Source: an optimization exercise on an open RTL-to-GDS flow (aim: small area and a short achievable clock period). Production flows keep margins and buffers that such runs may drop.
Function was checked by simulation only, so behaviour that the tests miss may differ from the original.

## hdl_cpu
module hdl_cpu(
	input clock,
	input nreset,
	output [13:0] prog_mem_addra,
	input [31:0] prog_mem_douta,
	input [7:0] prog_mem_doutb,
	output [15:0] addr_in,
	output [11:0] data_in,
	output main_mem_wen,
	input [7:0] main_mem_dout,
	output fb_wena,
	input [11:0] fb_douta,
	output call_stk_wen,
	output [7:0] call_stk_addr,
	output [13:0] call_stk_din,
	input [13:0] call_stk_dout,
	input vblank_int,
	input [7:0] prta_in,
	output [7:0] led,
	output [7:0] prta_out,
	output [7:0] prtb_out
);
	reg nreset_d;
	reg [7:0] prta_d;
	always @ (posedge clock)
	begin
		nreset_d <= nreset;
		prta_d <= prta_in;
	end
	wire [23:0] sfr_ctrl_next;
	wire call_stk_en;
	wire main_mem_en;
	wire fb_en;
	wire prog_mem_en;
	wire mem_wen;
	wire [11:0] data_out;
	memory_io mem_buffer(
		.call_stk_en(call_stk_en),
		.main_mem_en(main_mem_en),
		.prog_mem_en(prog_mem_en),
		.fb_en(fb_en),
		.mem_wen(mem_wen),
		.data_out(data_out),
		.call_stk_wen(call_stk_wen),
		.main_mem_wen(main_mem_wen),
		.main_mem_dout(main_mem_dout),
		.prog_mem_doutb(prog_mem_doutb),
		.frame_buf_wena(fb_wena),
		.frame_buf_douta(fb_douta)
	);
	wire [71:0] sfr_input;
	wire [111:0] sfr_output;
	assign sfr_input[7:0] = prta_d;
	assign prta_out = sfr_output[103:96];
	assign prtb_out = sfr_output[95:88];
	wire interrupt;
	wire [13:0] interrupt_vector_address;
	wire [3:0] hazard_control_unit_state;
	wire illegal_opcode_exception;
	wire timer_compare_match;
	interrupt_controller int_controller(
		.clock(clock),
		.nreset(nreset),
		.vblank_int(vblank_int),
		.illegal_opcode_exception(illegal_opcode_exception),
		.timer_compare_match(1'b0),
		.hazard_unit_state(hazard_control_unit_state),
		.interrupt(interrupt),
		.int_vec_addr(interrupt_vector_address),
		.control_reg(sfr_ctrl_next[15:8]),
		.mask_reg(sfr_ctrl_next[23:16])
	);
	wire [10:0] if_id_inst_low;
	wire [2:0] alu_flags;
	wire ret;
	wire take_branch;
	wire halt;
	wire fetch_stl_req;
	wire dec_stl_req;
	wire take_branch_target;
	wire stall_fetch;
	wire stall_decode;
	wire [3:0] prog_cntr_load_sel;
	wire inst_word_sel;
	wire [31:0] hazard_instruction;
	wire [13:0] hazard_int_addr;
	hazard_control_unit hazard_unit(
		.clock(clock),
		.nreset(nreset),
  ...
Size in the first run: ~5,300 cells after synthesis, roughly 930 flip-flops, about 180 I/O pins, ~48,000 sq um of cells after synthesis.
clock: 20.0 ns
lec_check: 0
cap_margin: 20
core_margin: 2
core_utilization: 40
slew_margin: 20
standard.sh (not shown) runs the stock make flow with config.mk's settings and CLKGATE_MAP_FILE= SYNTH_SCRIPT=/design/flow/synth_recipe.tcl, a recipe that flattens the netlist after the stock synthesis.
==> flow/flow/run.sh <==
#!/bin/bash
# Own layout flow: the standard ORFS flow (standard.sh, all steps from
# synthesis to finish) with these changes:
#  - the ports are buffered by sky130_fd_sc_hd__buf_2;
#  - clock tree synthesis uses clkbuf_16 sink clusters of up to 20 flip-flops
#    and inserts no dummy loads;
#  - timing repair aims for 14.5 ns of setup slack (the standard flow allows up
#    to 5 ns); the constraints (constraint.sdc) are not changed;
#  - core utilization 50 %.
# make's full output goes to flow_make.log in this folder; ORFS writes each
# step's own log under orfs/logs/.
set -euo pipefail
bash standard.sh \
  CORE_UTILIZATION=50 \
  SETUP_SLACK_MARGIN=14.5 \
  BUFFER_PORTS_ARGS="-buffer_cell sky130_fd_sc_hd__buf_2" \
  CTS_ARGS="-sink_clustering_enable -repair_clock_nets -dont_use_dummy_load -buf_list sky130_fd_sc_hd__clkbuf_16 -sink_clustering_size 20 -sink_clustering_max_diameter 80" \
  finish > flow_make.log 2>&1
==> next run, changes <==
--- a/flow/flow/run.sh
+++ b/flow/flow/run.sh
@@ -5 +5 @@
-#  - clock tree synthesis uses clkbuf_16 sink clusters of up to 20 flip-flops
+#  - clock tree synthesis uses clkbuf_8 sink clusters of up to 14 flip-flops
@@ -7 +7 @@
-#  - timing repair aims for 14.5 ns of setup slack (the standard flow allows up
+#  - timing repair aims for 14.6 ns of setup slack (the standard flow allows up
@@ -15 +15 @@
-  SETUP_SLACK_MARGIN=14.5 \
+  SETUP_SLACK_MARGIN=14.6 \
@@ -17 +17 @@
-  CTS_ARGS="-sink_clustering_enable -repair_clock_nets -dont_use_dummy_load -buf_list sky130_fd_sc_hd__clkbuf_16 -sink_clustering_size 20 -sink_clustering_max_diameter 80" \
+  CTS_ARGS="-sink_clustering_enable -repair_clock_nets -dont_use_dummy_load -buf_list sky130_fd_sc_hd__clkbuf_8 -sink_clustering_size 14 -sink_clustering_max_diameter 65" \
Result: The changed run completed with no timing, DRC or antenna violations; cell area stays flat; worst hold slack gets worse by 0.040 ns; routed wire length goes up by about 0.3%; global-route usage rose by 0.56 points.

afterwards: timing with drivers on the ports:
No port has a modelled driver above. Below, the same layouts with a new extraction and two added sets of constraints.
Step 1: set_driving_cell puts a clkbuf_16 on clock and a buf_2 on each other input, an assumption about the parent block.
Step 2 adds t to the input delays and takes it off the output delays; t is the mean of the earliest and latest rising clock arrival at the registers after step 1. Input paths then give back, and output paths get back, about the clock's delay inside the block.
a / b / c = no drivers / after step 1 / after step 2; a / b = the first two.
run	t (ns)	setup WS [ns]	hold slack, ns	slew at the worst register clock pin (ns)
the first run	0.774	14.449 / 14.449 / 13.818	0.435 / 0.435 / 0.435	0.10 / 0.10
the second run	0.832	14.370 / 14.370 / 13.825	0.395 / 0.395 / 0.395	0.10 / 0.10
After both steps every run listed still meets setup and hold. The setup slack of the first run, which loses most, moves by 0.000 ns with the drivers and by -0.631 ns with both steps.
